What follows belongs to an exercise in optimizing a design on an open flow for small area and a short achievable clock period; a production flow would make more cautious choices. In this exercise RTL edits were held to simulation tests only and were not proved equivalent to the original. Power and IR drop assume default switching activity.

--- design/flow/design.v ---
module Execution(
    input wire clk,
    input wire rst,
    input wire [6:0] opcode,
    input wire [4:0] dstin,
    input wire [31:0] src1,
    input wire [31:0] src2,
    input wire [9:0] offsetlo,
    output reg [31:0] result,
    output wire [6:0] memOp,
    output reg [9:0] MemAddr,
    input wire enable,
    output wire Nop21
    );
    reg doneMult;
    reg [2:0] phase;    
    reg [31:0] ma;      
    reg [23:0] mb;      
    reg [8:0] bq;       
    reg [23:0] cs;      
    reg cy;             
    reg [1:0] mop;      
    wire multing = (phase != 3'd0);
    wire isMul = (opcode == 7'h02);
    assign Nop21 = ~doneMult & (isMul | multing);
    assign memOp = {5'b00100, mop};
    wire isLS = (opcode[6:2] == 5'b00100);
    wire [3:0] neg;
    wire [31:0] pp0, pp1, pp2, pp3;
    wire [32:0] ma0 = {ma, 1'b0};
    genvar k, i;
    generate for (k = 0; k < 4; k = k + 1) begin : g_booth
        wire b0 = bq[2*k], b1 = bq[2*k+1], b2 = bq[2*k+2];
        wire one = b1 ^ b0;
        wire two = (b2 & ~b1 & ~b0) | (~b2 & b1 & b0);
        assign neg[k] = b2;
        wire [31:0] row;
        for (i = 0; i < 32; i = i + 1) begin : g_bit
            if (i < 2*k) begin : g_z
                assign row[i] = 1'b0;
            end else begin : g_s
                assign row[i] = ((one & ma0[i-2*k+1]) | (two & ma0[i-2*k])) ^ b2;
            end
        end
        if (k == 0) begin : g_r0 assign pp0 = row; end
        if (k == 1) begin : g_r1 assign pp1 = row; end
        if (k == 2) begin : g_r2 assign pp2 = row; end
        if (k == 3) begin : g_r3 assign pp3 = row; end
    end endgenerate
    wire t1 = result[6] ^ cs[6];
    wire t2 = result[6] & cs[6];
    wire t3 = result[7] ^ cs[7];
    wire t4 = result[7] & cs[7];
    wire t5 = result[8] ^ cs[8];
    wire t6 = result[8] & cs[8];
    wire t7 = result[9] ^ cs[9];
    wire t8 = result[9] & cs[9];
    wire t9 = result[10] ^ cs[10];
    wire t10 = result[10] & cs[10];
    wire t11 = result[11] ^ cs[11];
    wire t12 = result[11] & cs[11];
    wire t13 = result[12] ^ cs[12];
    wire t14 = result[12] & cs[12];
    wire t15 = result[13] ^ cs[13];
    wire t16 = result[13] & cs[13];
    wire t17 = result[14] ^ cs[14];
    wire t18 = result[14] & cs[14];
    wire t19 = result[15] ^ cs[15];
    wire t20 = result[15] & cs[15];
    wire t21 = result[16] ^ cs[16];
    wire t22 = result[16] & cs[16];
    wire t23 = result[17] ^ cs[17];
    wire t24 = result[17] & cs[17];
    wire t25 = result[18] ^ cs[18];
    wire t26 = result[18] & cs[18];
    wire t27 = result[19] ^ cs[19];
    wire t28 = result[19] & cs[19];
    wire t29 = result[20] ^ cs[20];
    wire t30 = result[20] & cs[20];
    wire t31 = result[21] ^ cs[21];
    wire t32 = result[21] & cs[21];
    wire t33 = result[22] ^ cs[22];
    wire t34 = result[22] & cs[22];
    wire t35 = result[23] ^ cs[23];
    wire t36 = result[23] & cs[23];
    wire t37 = result[2] ^ cs[2];
    wire t38 = result[2] & cs[2];
    wire t39 = result[3] ^ cs[3];
    wire t40 = result[3] & cs[3];
    wire t41 = result[4] ^ cs[4] ^ pp0[4];
    wire t42 = (result[4] & cs[4]) | (result[4] & pp0[4]) | (cs[4] & pp0[4]);
    wire t43 = pp1[4] ^ pp2[4];
    wire t44 = pp1[4] & pp2[4];
    wire t45 = result[5] ^ cs[5] ^ pp0[5];
    wire t46 = (result[5] & cs[5]) | (result[5] & pp0[5]) | (cs[5] & pp0[5]);
    wire t47 = pp1[5] ^ pp2[5];
    wire t48 = pp1[5] & pp2[5];
    wire t49 = t1 ^ pp0[6] ^ pp1[6];
    wire t50 = (t1 & pp0[6]) | (t1 & pp1[6]) | (pp0[6] & pp1[6]);
    wire t51 = pp2[6] ^ pp3[6] ^ neg[3];
    wire t52 = (pp2[6] & pp3[6]) | (pp2[6] & neg[3]) | (pp3[6] & neg[3]);
    wire t53 = t2 ^ t3 ^ pp0[7];
    wire t54 = (t2 & t3) | (t2 & pp0[7]) | (t3 & pp0[7]);
    wire t55 = pp1[7] ^ pp2[7] ^ pp3[7];
    wire t56 = (pp1[7] & pp2[7]) | (pp1[7] & pp3[7]) | (pp2[7] & pp3[7]);
    wire t57 = t4 ^ t5 ^ pp0[8];
    wire t58 = (t4 & t5) | (t4 & pp0[8]) | (t5 & pp0[8]);
    wire t59 = pp1[8] ^ pp2[8] ^ pp3[8];
    wire t60 = (pp1[8] & pp2[8]) | (pp1[8] & pp3[8]) | (pp2[8] & pp3[8]);
    wire t61 = t6 ^ t7 ^ pp0[9];
    wire t62 = (t6 & t7) | (t6 & pp0[9]) | (t7 & pp0[9]);
    wire t63 = pp1[9] ^ pp2[9] ^ pp3[9];
    wire t64 = (pp1[9] & pp2[9]) | (pp1[9] & pp3[9]) | (pp2[9] & pp3[9]);
    wire t65 = t8 ^ t9 ^ pp0[10];
    wire t66 = (t8 & t9) | (t8 & pp0[10]) | (t9 & pp0[10]);
    wire t67 = pp1[10] ^ pp2[10] ^ pp3[10];
    wire t68 = (pp1[10] & pp2[10]) | (pp1[10] & pp3[10]) | (pp2[10] & pp3[10]);
    wire t69 = t10 ^ t11 ^ pp0[11];
    wire t70 = (t10 & t11) | (t10 & pp0[11]) | (t11 & pp0[11]);
    wire t71 = pp1[11] ^ pp2[11] ^ pp3[11];
    wire t72 = (pp1[11] & pp2[11]) | (pp1[11] & pp3[11]) | (pp2[11] & pp3[11]);
    wire t73 = t12 ^ t13 ^ pp0[12];
    wire t74 = (t12 & t13) | (t12 & pp0[12]) | (t13 & pp0[12]);
    wire t75 = pp1[12] ^ pp2[12] ^ pp3[12];
    wire t76 = (pp1[12] & pp2[12]) | (pp1[12] & pp3[12]) | (pp2[12] & pp3[12]);
    wire t77 = t14 ^ t15 ^ pp0[13];
    wire t78 = (t14 & t15) | (t14 & pp0[13]) | (t15 & pp0[13]);
    wire t79 = pp1[13] ^ pp2[13] ^ pp3[13];
    wire t80 = (pp1[13] & pp2[13]) | (pp1[13] & pp3[13]) | (pp2[13] & pp3[13]);
    wire t81 = t16 ^ t17 ^ pp0[14];
    wire t82 = (t16 & t17) | (t16 & pp0[14]) | (t17 & pp0[14]);
    wire t83 = pp1[14] ^ pp2[14] ^ pp3[14];
    wire t84 = (pp1[14] & pp2[14]) | (pp1[14] & pp3[14]) | (pp2[14] & pp3[14]);
    wire t85 = t18 ^ t19 ^ pp0[15];
    wire t86 = (t18 & t19) | (t18 & pp0[15]) | (t19 & pp0[15]);
    wire t87 = pp1[15] ^ pp2[15] ^ pp3[15];
    wire t88 = (pp1[15] & pp2[15]) | (pp1[15] & pp3[15]) | (pp2[15] & pp3[15]);
    wire t89 = t20 ^ t21 ^ pp0[16];
    wire t90 = (t20 & t21) | (t20 & pp0[16]) | (t21 & pp0[16]);
    wire t91 = pp1[16] ^ pp2[16] ^ pp3[16];
    wire t92 = (pp1[16] & pp2[16]) | (pp1[16] & pp3[16]) | (pp2[16] & pp3[16]);
    wire t93 = t22 ^ t23 ^ pp0[17];
    wire t94 = (t22 & t23) | (t22 & pp0[17]) | (t23 & pp0[17]);
    wire t95 = pp1[17] ^ pp2[17] ^ pp3[17];
    wire t96 = (pp1[17] & pp2[17]) | (pp1[17] & pp3[17]) | (pp2[17] & pp3[17]);
    wire t97 = t24 ^ t25 ^ pp0[18];
    wire t98 = (t24 & t25) | (t24 & pp0[18]) | (t25 & pp0[18]);
    wire t99 = pp1[18] ^ pp2[18] ^ pp3[18];
    wire t100 = (pp1[18] & pp2[18]) | (pp1[18] & pp3[18]) | (pp2[18] & pp3[18]);
    wire t101 = t26 ^ t27 ^ pp0[19];
    wire t102 = (t26 & t27) | (t26 & pp0[19]) | (t27 & pp0[19]);
    wire t103 = pp1[19] ^ pp2[19] ^ pp3[19];
    wire t104 = (pp1[19] & pp2[19]) | (pp1[19] & pp3[19]) | (pp2[19] & pp3[19]);
    wire t105 = t28 ^ t29 ^ pp0[20];
    wire t106 = (t28 & t29) | (t28 & pp0[20]) | (t29 & pp0[20]);
    wire t107 = pp1[20] ^ pp2[20] ^ pp3[20];
    wire t108 = (pp1[20] & pp2[20]) | (pp1[20] & pp3[20]) | (pp2[20] & pp3[20]);
    wire t109 = t30 ^ t31 ^ pp0[21];
    wire t110 = (t30 & t31) | (t30 & pp0[21]) | (t31 & pp0[21]);
    wire t111 = pp1[21] ^ pp2[21] ^ pp3[21];
    wire t112 = (pp1[21] & pp2[21]) | (pp1[21] & pp3[21]) | (pp2[21] & pp3[21]);
    wire t113 = t32 ^ t33 ^ pp0[22];
    wire t114 = (t32 & t33) | (t32 & pp0[22]) | (t33 & pp0[22]);
    wire t115 = pp1[22] ^ pp2[22] ^ pp3[22];
    wire t116 = (pp1[22] & pp2[22]) | (pp1[22] & pp3[22]) | (pp2[22] & pp3[22]);
    wire t117 = t34 ^ t35 ^ pp0[23];
    wire t118 = (t34 & t35) | (t34 & pp0[23]) | (t35 & pp0[23]);
    wire t119 = pp1[23] ^ pp2[23] ^ pp3[23];
    wire t120 = (pp1[23] & pp2[23]) | (pp1[23] & pp3[23]) | (pp2[23] & pp3[23]);
    wire t121 = t36 ^ result[24] ^ pp0[24];
    wire t122 = (t36 & result[24]) | (t36 & pp0[24]) | (result[24] & pp0[24]);
    wire t123 = pp1[24] ^ pp2[24] ^ pp3[24];
    wire t124 = (pp1[24] & pp2[24]) | (pp1[24] & pp3[24]) | (pp2[24] & pp3[24]);
    wire t125 = result[25] ^ pp0[25] ^ pp1[25];
    wire t126 = (result[25] & pp0[25]) | (result[25] & pp1[25]) | (pp0[25] & pp1[25]);
    wire t127 = pp2[25] ^ pp3[25];
    wire t128 = pp2[25] & pp3[25];
    wire t129 = result[26] ^ pp0[26] ^ pp1[26];
    wire t130 = (result[26] & pp0[26]) | (result[26] & pp1[26]) | (pp0[26] & pp1[26]);
    wire t131 = pp2[26] ^ pp3[26];
    wire t132 = pp2[26] & pp3[26];
    wire t133 = result[27] ^ pp0[27] ^ pp1[27];
    wire t134 = (result[27] & pp0[27]) | (result[27] & pp1[27]) | (pp0[27] & pp1[27]);
    wire t135 = pp2[27] ^ pp3[27];
    wire t136 = pp2[27] & pp3[27];
    wire t137 = result[28] ^ pp0[28] ^ pp1[28];
    wire t138 = (result[28] & pp0[28]) | (result[28] & pp1[28]) | (pp0[28] & pp1[28]);
    wire t139 = pp2[28] ^ pp3[28];
    wire t140 = pp2[28] & pp3[28];
    wire t141 = result[29] ^ pp0[29] ^ pp1[29];
    wire t142 = (result[29] & pp0[29]) | (result[29] & pp1[29]) | (pp0[29] & pp1[29]);
    wire t143 = pp2[29] ^ pp3[29];
    wire t144 = pp2[29] & pp3[29];
    wire t145 = result[30] ^ pp0[30] ^ pp1[30];
    wire t146 = (result[30] & pp0[30]) | (result[30] & pp1[30]) | (pp0[30] & pp1[30]);
    wire t147 = pp2[30] ^ pp3[30];
    wire t148 = pp2[30] & pp3[30];
    wire t149 = result[31] ^ pp0[31] ^ pp1[31];
    wire t150 = (result[31] & pp0[31]) | (result[31] & pp1[31]) | (pp0[31] & pp1[31]);
    wire t151 = pp2[31] ^ pp3[31];
    wire t152 = pp2[31] & pp3[31];
    wire t153 = result[0] ^ cs[0];
    wire t154 = result[0] & cs[0];
    wire t155 = result[1] ^ cs[1];
    wire t156 = result[1] & cs[1];
    wire t157 = t37 ^ pp0[2] ^ pp1[2];
    wire t158 = (t37 & pp0[2]) | (t37 & pp1[2]) | (pp0[2] & pp1[2]);
    wire t159 = t38 ^ t39 ^ pp0[3];
    wire t160 = (t38 & t39) | (t38 & pp0[3]) | (t39 & pp0[3]);
    wire t161 = t40 ^ t41 ^ t43;
    wire t162 = (t40 & t41) | (t40 & t43) | (t41 & t43);
    wire t163 = t42 ^ t44 ^ t45;
    wire t164 = (t42 & t44) | (t42 & t45) | (t44 & t45);
    wire t165 = t46 ^ t48 ^ t49;
    wire t166 = (t46 & t48) | (t46 & t49) | (t48 & t49);
    wire t167 = t50 ^ t52 ^ t53;
    wire t168 = (t50 & t52) | (t50 & t53) | (t52 & t53);
    wire t169 = t54 ^ t56 ^ t57;
    wire t170 = (t54 & t56) | (t54 & t57) | (t56 & t57);
    wire t171 = t58 ^ t60 ^ t61;
    wire t172 = (t58 & t60) | (t58 & t61) | (t60 & t61);
    wire t173 = t62 ^ t64 ^ t65;
    wire t174 = (t62 & t64) | (t62 & t65) | (t64 & t65);
    wire t175 = t66 ^ t68 ^ t69;
    wire t176 = (t66 & t68) | (t66 & t69) | (t68 & t69);
    wire t177 = t70 ^ t72 ^ t73;
    wire t178 = (t70 & t72) | (t70 & t73) | (t72 & t73);
    wire t179 = t74 ^ t76 ^ t77;
    wire t180 = (t74 & t76) | (t74 & t77) | (t76 & t77);
    wire t181 = t78 ^ t80 ^ t81;
    wire t182 = (t78 & t80) | (t78 & t81) | (t80 & t81);
    wire t183 = t82 ^ t84 ^ t85;
    wire t184 = (t82 & t84) | (t82 & t85) | (t84 & t85);
    wire t185 = t86 ^ t88 ^ t89;
    wire t186 = (t86 & t88) | (t86 & t89) | (t88 & t89);
    wire t187 = t90 ^ t92 ^ t93;
    wire t188 = (t90 & t92) | (t90 & t93) | (t92 & t93);
    wire t189 = t94 ^ t96 ^ t97;
    wire t190 = (t94 & t96) | (t94 & t97) | (t96 & t97);
    wire t191 = t98 ^ t100 ^ t101;
    wire t192 = (t98 & t100) | (t98 & t101) | (t100 & t101);
    wire t193 = t102 ^ t104 ^ t105;
    wire t194 = (t102 & t104) | (t102 & t105) | (t104 & t105);
    wire t195 = t106 ^ t108 ^ t109;
    wire t196 = (t106 & t108) | (t106 & t109) | (t108 & t109);
    wire t197 = t110 ^ t112 ^ t113;
    wire t198 = (t110 & t112) | (t110 & t113) | (t112 & t113);
    wire t199 = t114 ^ t116 ^ t117;
    wire t200 = (t114 & t116) | (t114 & t117) | (t116 & t117);
    wire t201 = t118 ^ t120 ^ t121;
    wire t202 = (t118 & t120) | (t118 & t121) | (t120 & t121);
    wire t203 = t122 ^ t124 ^ t125;
    wire t204 = (t122 & t124) | (t122 & t125) | (t124 & t125);
    wire t205 = t126 ^ t128 ^ t129;
    wire t206 = (t126 & t128) | (t126 & t129) | (t128 & t129);
    wire t207 = t130 ^ t132 ^ t133;
    wire t208 = (t130 & t132) | (t130 & t133) | (t132 & t133);
    wire t209 = t134 ^ t136 ^ t137;
    wire t210 = (t134 & t136) | (t134 & t137) | (t136 & t137);
    wire t211 = t138 ^ t140 ^ t141;
    wire t212 = (t138 & t140) | (t138 & t141) | (t140 & t141);
    wire t213 = t142 ^ t144 ^ t145;
    wire t214 = (t142 & t144) | (t142 & t145) | (t144 & t145);
    wire t215 = t146 ^ t148 ^ t149;
    wire t216 = (t146 & t148) | (t146 & t149) | (t148 & t149);
    wire t217 = t153 ^ pp0[0];
    wire t218 = t153 & pp0[0];
    wire t219 = t154 ^ t155 ^ pp0[1];
    wire t220 = (t154 & t155) | (t154 & pp0[1]) | (t155 & pp0[1]);
    wire t221 = t156 ^ t157 ^ neg[1];
    wire t222 = (t156 & t157) | (t156 & neg[1]) | (t157 & neg[1]);
    wire t223 = t158 ^ t159 ^ pp1[3];
    wire t224 = (t158 & t159) | (t158 & pp1[3]) | (t159 & pp1[3]);
    wire t225 = t160 ^ t161 ^ neg[2];
    wire t226 = (t160 & t161) | (t160 & neg[2]) | (t161 & neg[2]);
    wire t227 = t162 ^ t163 ^ t47;
    wire t228 = (t162 & t163) | (t162 & t47) | (t163 & t47);
    wire t229 = t164 ^ t165 ^ t51;
    wire t230 = (t164 & t165) | (t164 & t51) | (t165 & t51);
    wire t231 = t166 ^ t167 ^ t55;
    wire t232 = (t166 & t167) | (t166 & t55) | (t167 & t55);
    wire t233 = t168 ^ t169 ^ t59;
    wire t234 = (t168 & t169) | (t168 & t59) | (t169 & t59);
    wire t235 = t170 ^ t171 ^ t63;
    wire t236 = (t170 & t171) | (t170 & t63) | (t171 & t63);
    wire t237 = t172 ^ t173 ^ t67;
    wire t238 = (t172 & t173) | (t172 & t67) | (t173 & t67);
    wire t239 = t174 ^ t175 ^ t71;
    wire t240 = (t174 & t175) | (t174 & t71) | (t175 & t71);
    wire t241 = t176 ^ t177 ^ t75;
    wire t242 = (t176 & t177) | (t176 & t75) | (t177 & t75);
    wire t243 = t178 ^ t179 ^ t79;
    wire t244 = (t178 & t179) | (t178 & t79) | (t179 & t79);
    wire t245 = t180 ^ t181 ^ t83;
    wire t246 = (t180 & t181) | (t180 & t83) | (t181 & t83);
    wire t247 = t182 ^ t183 ^ t87;
    wire t248 = (t182 & t183) | (t182 & t87) | (t183 & t87);
    wire t249 = t184 ^ t185 ^ t91;
    wire t250 = (t184 & t185) | (t184 & t91) | (t185 & t91);
    wire t251 = t186 ^ t187 ^ t95;
    wire t252 = (t186 & t187) | (t186 & t95) | (t187 & t95);
    wire t253 = t188 ^ t189 ^ t99;
    wire t254 = (t188 & t189) | (t188 & t99) | (t189 & t99);
    wire t255 = t190 ^ t191 ^ t103;
    wire t256 = (t190 & t191) | (t190 & t103) | (t191 & t103);
    wire t257 = t192 ^ t193 ^ t107;
    wire t258 = (t192 & t193) | (t192 & t107) | (t193 & t107);
    wire t259 = t194 ^ t195 ^ t111;
    wire t260 = (t194 & t195) | (t194 & t111) | (t195 & t111);
    wire t261 = t196 ^ t197 ^ t115;
    wire t262 = (t196 & t197) | (t196 & t115) | (t197 & t115);
    wire t263 = t198 ^ t199 ^ t119;
    wire t264 = (t198 & t199) | (t198 & t119) | (t199 & t119);
    wire t265 = t200 ^ t201 ^ t123;
    wire t266 = (t200 & t201) | (t200 & t123) | (t201 & t123);
    wire t267 = t202 ^ t203 ^ t127;
    wire t268 = (t202 & t203) | (t202 & t127) | (t203 & t127);
    wire t269 = t204 ^ t205 ^ t131;
    wire t270 = (t204 & t205) | (t204 & t131) | (t205 & t131);
    wire t271 = t206 ^ t207 ^ t135;
    wire t272 = (t206 & t207) | (t206 & t135) | (t207 & t135);
    wire t273 = t208 ^ t209 ^ t139;
    wire t274 = (t208 & t209) | (t208 & t139) | (t209 & t139);
    wire t275 = t210 ^ t211 ^ t143;
    wire t276 = (t210 & t211) | (t210 & t143) | (t211 & t143);
    wire t277 = t212 ^ t213 ^ t147;
    wire t278 = (t212 & t213) | (t212 & t147) | (t213 & t147);
    wire t279 = t214 ^ t215 ^ t151;
    wire t280 = (t214 & t215) | (t214 & t151) | (t215 & t151);
    wire [31:0] sa = {t278, t276, t274, t272, t270, t268, t266, t264, t262, t260, t258, t256, t254, t252, t250, t248, t246, t244, t242, t240, t238, t236, t234, t232, t230, t228, t226, t224, t222, t220, t218, t217};
    wire [31:0] sb = {t279, t277, t275, t273, t271, t269, t267, t265, t263, t261, t259, t257, t255, t253, t251, t249, t247, t245, t243, t241, t239, t237, t235, t233, t231, t229, t227, t225, t223, t221, t219, neg[0]};
    wire [8:0] fin = sa[7:0] + sb[7:0] + {7'd0, cy};
    wire [31:0] keep = (phase == 3'd2) ? 32'hFF000000 :
                       (phase == 3'd3) ? 32'hFFFF0000 :
                       (phase == 3'd4) ? 32'hFFFFFF00 : 32'h00000000;
    wire [31:0] acc = {(keep[31:8] & result[31:8]) | (~keep[31:8] & sa[31:8]), fin[7:0]};
    wire [31:0] accr = {acc[7:0], acc[31:8]};
    wire [7:0] nb = (phase == 3'd1) ? mb[7:0] : (phase == 3'd2) ? mb[15:8] : mb[23:16];
    wire sub = opcode[0];
    wire [32:0] alu33 = {src1, 1'b1} + {src2 ^ {32{sub}}, sub};
    wire [31:0] alu = alu33[32:1];
    always @(posedge clk) begin
        if (rst) begin
            doneMult <= 1'b0;
            phase <= 3'd0;
            result <= 32'd0;
        end else if (enable) begin
            case (opcode)
                7'h00, 7'h01: result <= alu;
                7'h02: begin
                    if (phase == 3'd0) begin
                        result <= 32'd0;
                        phase <= 3'd1;
                    end else if (phase == 3'd5) begin
                        doneMult <= 1'b1;
                        phase <= 3'd0;
                    end else begin
                        result <= accr;
                        phase <= phase + 3'd1;
                    end
                end
                7'h10, 7'h11, 7'h12, 7'h13: result <= src1;
                7'h3F: ;
                default: result <= 32'hFFFFFFFF;
            endcase
        end
    end
    always @(posedge clk) begin
        if (enable & isMul) begin
            if (phase == 3'd0) begin
                ma <= src1;
                mb <= src2[31:8];
                bq <= {src2[7:0], 1'b0};
                cs <= 24'd0;
                cy <= 1'b0;
            end else begin
                bq <= {nb, bq[8]};
                cs <= sb[31:8];
                cy <= fin[8];
            end
        end
    end
    always @(posedge clk) begin
        if (~rst & enable & isLS) begin
            MemAddr <= offsetlo + {5'd0, dstin};
            mop <= opcode[1:0];
        end
    end
endmodule
--- design/flow/run.sh ---
#!/bin/bash
# synth_recipe.tcl (not shown) runs the flow's synth.tcl, then flattens the netlist and writes it again
# the make line also repeats each setting of config.mk as NAME=value (left out here)
make -C /OpenROAD-flow-scripts/flow DESIGN_CONFIG=/design/flow/config.mk WORK_HOME=/design/flow/orfs CLKGATE_MAP_FILE= SYNTH_SCRIPT=/design/flow/synth_recipe.tcl finish
--- design/flow/config.mk ---
export PLATFORM = sky130hd
export DESIGN_NAME = Execution
export DESIGN_NICKNAME = Execution
export VERILOG_FILES = /design/flow/design.v
export SDC_FILE = /design/flow/constraint.sdc
export NUM_CORES = 4
export LEC_CHECK = 0
export CAP_MARGIN = 20
export CORE_MARGIN = 2
export CORE_UTILIZATION = 40
export SLEW_MARGIN = 20
--- design/flow/constraint.sdc ---
create_clock -name core_clock -period 9.0 [get_ports {clk}]
set_input_delay 1.8000 -clock core_clock [delete_from_list [all_inputs] [get_ports {clk}]]
set_output_delay 1.8000 -clock core_clock [all_outputs]
set_load 0.01 [all_outputs]
==> impl_metrics.yaml, run 1 <==
finish:
  synthToLayoutAreaGrowth_pct: 13.55
  seq_area_mm2: 0.003784
  nFillCells: 3701
  final_util: 0.4606
  drive_above_1_share: 0.04717
  antennaDiodeCount: 0
  fin_nets: 2165
  multi_input_area_mm2: 0.01060
pwr:
  p_leak_uw: 0.006866
  ir_drop_v: 0.0001069
  p_per_area_mw_per_mm2: 113.6
global_route:
  antenna_found_initial: 0
  grt_remaining_overflow: 0
  grt_util_all_layers: 0.2661
  grt_max_degree: 81
  grt_pass1_wl_um: 83230
  grt_pass1_vias: 13748
clock_tree:
  cts_tree: "built"
  cts_hold_buf: 0
  clock-sinks: 138
  cts_resized: 0
  post_cts_buffers: 0
  clkTransAtPathRegs_ns: 0.07
  cts_root_buffer: "clkbuf_16"
  clk_latency_ns: 0.45
  htree_levels: 4
  cts_buffer_depth: 2
  cts_buffers: 17
sta:
  rsz0062_at_grt: "false"
  worst_pin_slew_ns: 1.071
  period_minus_slack_ns: 6.118
  finalSetupViolCount: 0
  slew-limit-headroom: 0.2860
  finalCritPeriodShare: 0.6797
  final_max_slew_viol_count: 0
  setup-tns-final_ns: 0
  hold_violations: 0
  fin_skew_ns: 0.01293
  fmaxAchievable_mhz: 163.5
route:
  drt_iter0_drc: 1547
  wirelength_um: 54750
  vias: 14637
  drt_first_pass_iters: 6
  drt-wirelength-per-cell_um: 22.57
  route.detailed.vias_per_inst: 6.033
  drc: 0
  drtAntennaViolNets: 0
floorplan:
  io_pins: 139
  die_area_mm2: 0.04079
  dieHeight_um: 202.0
  die_width_um: 202.0
  row_count: 72
  coreArea_mm2: 0.03865
  initial_core_util: 0.4057
synth:
  synth_area_leaders: "edfxtp_1 (20%), fa_1 (14%), a21oi_1 (6.5%)"
  synth_cells: 1901
  yosys.cell_count.top_type: "a21oi_1"
  async_flop_share: 0
  netlist_top_cells_count: "a21oi_1 (203), nand2_1 (180), inv_1 (163), clkbuf_1 (155), nor2_1 (120)"
  seq_area_frac_synth: 0.2413
  ys.warnings.count: 1
  yosysTopAreaCell: "edfxtp_1"
  ys_seq_elements: 138
  yosysTopAreaCellShare: 0.1954
  netlist_area_mm2: 0.01568
  synth_cell_types: 69
  synth_top_flop_cell: "edfxtp_1"
  synth-edff-count: 102
  syn_avg_cell_area_um2: 8.247
placement:
  dp_hpwl_um: 40760
  io_buffers: 133
  gp_congestion: 0.9398
setup_path:
  cp_max_fo: 11
  critPathTopFamily: "simple AND/OR/NAND/NOR gates"
  start_kind: "input pin"
  critPathBufInv: 2
  cp-end-kind: "output pin"
  cp_slowest_cell: "or4_1"
  path_class: "input pin to output pin"
  rrSetupSlack_ns: 3.25
  cp.required_ns: 7.20
  critPathMaxStageDelay_ns: 0.76
  path_cells: "clkdlybuf4s50_1 > or3_1 > or4_1 > a21oi_1 > clkdlybuf4s50_1"
  crit_top_cell: "clkdlybuf4s50_1"
  crit_arrival_ns: 4.32
run:
  cap_violations: 0
run_status:
  outcome: "timing/DRC/antenna clean"
hold_path:
  hold_class: "register to register"
-- placed cells by master (no fill, tap or decap), types with 36 or more instances in the layout --
master / Yosys / routed
a21oi_1: 203 / 203
a221oi_1: 58 / 58
a22oi_1: 39 / 39
clkdlybuf4s50_1: 0 / 132
dfxtp_1: 36 / 36
edfxtp_1: 102 / 102
fa_1: 107 / 107
ha_1: 74 / 74
inv_1: 163 / 163
maj3_1: 44 / 44
nand2_1: 180 / 180
nor2_1: 120 / 116
nor2b_1: 61 / 61
o21ai_0: 108 / 108
o22ai_1: 60 / 60
xor2_1: 48 / 48
-- path summary, 6_finish.rpt --
| kind | start | to | cells after the start |
|---|---|---|---|
| worst max-delay path | opcode[3] | Nop21 | 5 |
| worst min-delay path | doneMult | doneMult | 2 |
| worst max register to register | bq[1] | result[30] | 16 |
| worst min register to register | doneMult | doneMult | 2 |
-- sequential cells by signal, summed over array words and instances, names as in the netlist --
signal    flops
ma           32
result       32
cs           24
mb           24
MemAddr      10
bq            9
phase         3
mop           2
cy            1
doneMult      1
-- metrics by stage --
step / hold WS, ns / worst slack, ns / std cells / instance area, um^2 / power, uW
2_1_floorplan: 0.4376 / 3.756 / 1904 / 15690 / 1072
3_3_place_gp: 0.4671 / 2.945 / 2394 / 17210 / 1305
3_5_place_dp: 0.4600 / 2.908 / 2394 / 17210 / 1308
4_1_cts: 0.4767 / 2.891 / 2426 / 17800 / 2027
5_1_grt: 0.4982 / 2.823 / 2426 / 17800 / 2108
6_report: 0.4759 / 2.882 / 2426 / 17800 / 2023
-- layer usage --
metal,up-vias,track usage,wire [um]
li1,6698,-,-
met1,7116,0.3522,22420
met2,727,0.4491,26340
met3,96,0.03612,4240
met4,0,0.08745,1749
met5,-,0,0
-- power by group --
group / leakage [uW] / switching [uW] / total (uW) / internal, uW
clock network: 0.000291 / 346 / 721 / 375
registers: 0.00123 / 28.0 / 722 / 694
logic: 0.00535 / 329 / 580 / 250
total: 0.00687 / 703 / 2020 / 1320
-- area by class of cell --
class                      instances  share of cell area
multi-input combinational       1410              0.5954
inverter                         164             0.03458
clock buffer                      17             0.02390
timing repair buffer             164             0.08757
tap                              518             0.03641
sequential                       138              0.2125
clock inverter                    15            0.009559
-- cell families after synthesis --
kind of cell / share of synthesized area
simple gates: 0.1359
compound gates: 0.2513
other cells: 0.0004790
xor+xnor: 0.04525
mux: 0.01476
flops: 0.2413
fa+ha+maj: 0.2238
buf+inv: 0.08715
-- worst min-delay path, cell delays in order, from the launching register on --
cell,delay (ns)
dfxtp_1,0.33
a31oi_1,0.04
nor2_1,0.07
==> run 2: changes to the inputs <==
--- a/design/flow/config.mk
+++ b/design/flow/config.mk
@@ -8,4 +8,5 @@
 export CAP_MARGIN = 20
 export CORE_MARGIN = 2
 export CORE_UTILIZATION = 40
+export SETUP_SLACK_MARGIN = 4.5
 export SLEW_MARGIN = 20
==> run 2 against run 1 <==
  * Still clean on timing, DRC and antenna
  * Final area increased by 2.9%
  * Sequential share of layout area decreased by 0.60 points
  * Final cell count is 1.2% higher
  * First-iteration DRC count down 13%
  * Clock power grew 9.2%
  * Combinational power rose by 4.0%
  * Sequential power is essentially flat
  * Clock skew decreased by 0.0033 ns
  * Maximum frequency is 29% higher
  * Critical path depth did not move
  * Die area is the same
  * Critical endpoint unchanged
  * Highest routed layer unchanged
==> impl_metrics.yaml, run 2 <==
run_status:
  outcome: "timing/DRC/antenna clean"
finish:
  fin_nets: 2194
  mostFrequentLayoutCell: "a21oi_1"
  seq_area_mm2: 0.003784
  drive_above_1_share: 0.07537
  final_cell_mix: "a21oi_1 (200), nand2_1 (179), inv_1 (163)"
  multi_input_area_mm2: 0.01075
  nFillCells: 3743
  reg_top3: "ma x32, result x32"
  synthToLayoutAreaGrowth_pct: 16.86
hold_path:
  hold_end: "bq[7]"
  hold_class: "register to register"
  hold_path_depth: 2
  worstHoldStart: "mb[22]"
clock_tree:
  cts_root_buffer: "clkbuf_16"
  cts_buffer_depth: 2
  clk_latency_ns: 0.44
  clkTransAtPathRegs_ns: 0.06
  htree_levels: 4
  cts_tree: "built"
  cts_buffers: 17
  clock-sinks: 138
placement:
  dp_hpwl_um: 40920
  gp_congestion: 0.9253
  io_buffers: 133
sta:
  worst_pin_slew_ns: 0.9204
  finalCritPeriodShare: 0.5289
  fmaxAchievable_mhz: 210.1
  rsz0062_at_grt: "true"
  hold_ws_ns: 0.5428
  period_minus_slack_ns: 4.760
  setup-tns-final_ns: 0
  hold_violations: 0
  finalSetupViolCount: 0
  fin_skew_ns: 0.009647
  final_max_slew_viol_count: 0
  slew-limit-headroom: 0.3856
pwr:
  switchingPower_uw: 682.4
  power_frac_comb: 0.285
  switching_share: 0.3231
  p_leak_uw: 0.007120
  p_per_area_mw_per_mm2: 115.3
  clkPwrFrac: 0.372
  p_seq_frac: 0.342
  p_int_uw: 1430
  ir_drop_v: 0.00009237
synth:
  ys_seq_elements: 138
  yosysTopAreaCell: "edfxtp_1"
  ys.warnings.count: 1
  netlist_area_mm2: 0.01568
  yosysTopAreaCellShare: 0.1954
  synth_cell_types: 69
  synth_cells: 1901
  synth-edff-count: 102
  synth_top_flop_cell: "edfxtp_1"
  syn_avg_cell_area_um2: 8.247
  yosys.cell_count.top_type: "a21oi_1"
  netlist_top_cells_count: "a21oi_1 (203), nand2_1 (180), inv_1 (163), clkbuf_1 (155), nor2_1 (120)"
  async_flop_share: 0
  seq_area_frac_synth: 0.2413
  synth_area_leaders: "edfxtp_1 (20%), fa_1 (14%), a21oi_1 (6.5%)"
setup_path:
  startpoint: "opcode[5]"
  crit_arrival_ns: 2.96
  r2r_end: "result[30]"
  path_class: "input pin to output pin"
  cp_max_fo: 2
  rrSetupSlack_ns: 4.53
  reg2regPathDepth: 18
  cp-end-kind: "output pin"
  start_kind: "input pin"
  cp.required_ns: 7.20
  rr_startpoint: "bq[1]"
route:
  wirelength_um: 55930
  drt_first_pass_iters: 9
  drt_iter0_drc: 1341
  route.detailed.vias_per_inst: 6.004
  vias: 14746
  drc: 0
  drt-wirelength-per-cell_um: 22.77
  drtAntennaViolNets: 0
floorplan:
  die_width_um: 202.0
  coreArea_mm2: 0.03865
  dieHeight_um: 202.0
  die_area_mm2: 0.04079
  initial_core_util: 0.4057
  row_count: 72
  io_pins: 139
global_route:
  grt_util_all_layers: 0.2683
  antenna_found_initial: 0
  grt_remaining_overflow: 0
  grt_pass1_wl_um: 84160
  grt_pass1_vias: 13844
  grt_max_degree: 89
run:
  cap_violations: 0
run 2: worst max-delay path, cell delays in order:
cell and delay [ns]:
buf_6 0.09, or3_4 0.37, or4_4 0.44, a21oi_4 0.14
buf_6 0.11
run 2: area by class of cell:
| cell class | instances | area share |
|---|---|---|
| Multi-Input combinational cell | 1411 | 0.5867 |
| Sequential cell | 138 | 0.2065 |
| Timing Repair Buffer | 192 | 0.1030 |
| Tap cell | 518 | 0.03538 |
| Inverter | 164 | 0.03360 |
| Clock buffer | 17 | 0.02322 |
| Clock inverter | 15 | 0.01141 |
| Antenna cell | 1 | 0.0001366 |
run 2: through the flow:
stage,cell area [um^2],instances,util,setup WS [ns],total power (uW)
6_report,18320,2456,0.4740,4.240,2112
3_5_place_dp,17230,2392,0.4458,3.120,1301
4_1_cts,18040,2436,0.4667,4.226,2091
5_1_grt,18320,2455,0.4740,4.214,2194
3_3_place_gp,17200,2391,0.4451,3.136,1295
2_1_floorplan,15750,1904,-,4.097,1074
run 2: worst max path at each step:
stage	endpoint	slack, ns
2_1_floorplan	Nop21	4.10
3_3_place_gp	Nop21	3.14
3_5_place_dp	Nop21	3.12
4_1_cts	Nop21	4.23
5_1_grt	Nop21	4.21
6_report	Nop21	4.24
run 2: power groups by stage:
stage | clock [uW] | sequential (uW) | combinational [uW]
3_5_place_dp | 0 | 737 | 564
6_report | 787 | 723 | 603
5_1_grt | 812 | 723 | 659
4_1_cts | 788 | 723 | 581
3_3_place_gp | 0 | 738 | 557
2_1_floorplan | 0 | 723 | 351
run 2: metal layers:
layer  part of all wire  routed length, um  GRT usage
met3              0.078               4343    0.03934
met1               0.42              23400     0.3638
met5                  0                  0          0
met2               0.47              26470     0.4412
met4              0.031               1713    0.08535
run 2: kinds of logic (layout without fill, tap and decap cells):
family / Yosys count / after routing / synth area share
buf+inv: 356 / 388 / 0.08715
fa+ha+maj: 225 / 225 / 0.2238
simple gates: 463 / 464 / 0.1359
other cells: 2 / 6 / 0.0004790
mux: 22 / 22 / 0.01476
xor+xnor: 81 / 81 / 0.04525
compound gates: 614 / 614 / 0.2513
flops: 138 / 138 / 0.2413
run 2: what timing repair did:
action	in CTS	in global routing
pin swaps	6	9
buffers inserted	12	16
setup endpoints to repair	65	13
gates resized for setup	49	28
hold buffers	0	0
gates cloned	0	3

port drivers added, routing unchanged:
How much do the figures lean on ideal ports? The routed layouts below were timed once more, with nothing changed but the port constraints.
Step 1 assumes that a clkbuf_16 drives the clock port and a buf_2 every other input.
Step 2 times the ports against the registers' clock, not the clock port: input delays grow and output delays shrink by t, the midpoint of the rising clock arrivals with the driver on.
Three values: ideal, step 1, step 2; two values: the first two.
| run | t (ns) | slack for setup (ns) | worst hold slack (ns) | worst setup path at the end | worst data-port slew with drivers (ns) |
|---|---|---|---|---|---|
| run 1 | 0.495 | 2.882 / 2.862 / 2.862 | 0.476 / 0.476 / 0.476 | input to output | 0.05 |
| run 2 | 0.487 | 4.240 / 4.209 / 4.143 | 0.543 / 0.543 / 0.543 | input to register | 0.06 |
After both steps setup and hold are still met in every run listed. The setup slack of run 2, which loses most, moves by -0.031 ns with the drivers and by -0.097 ns with both steps.
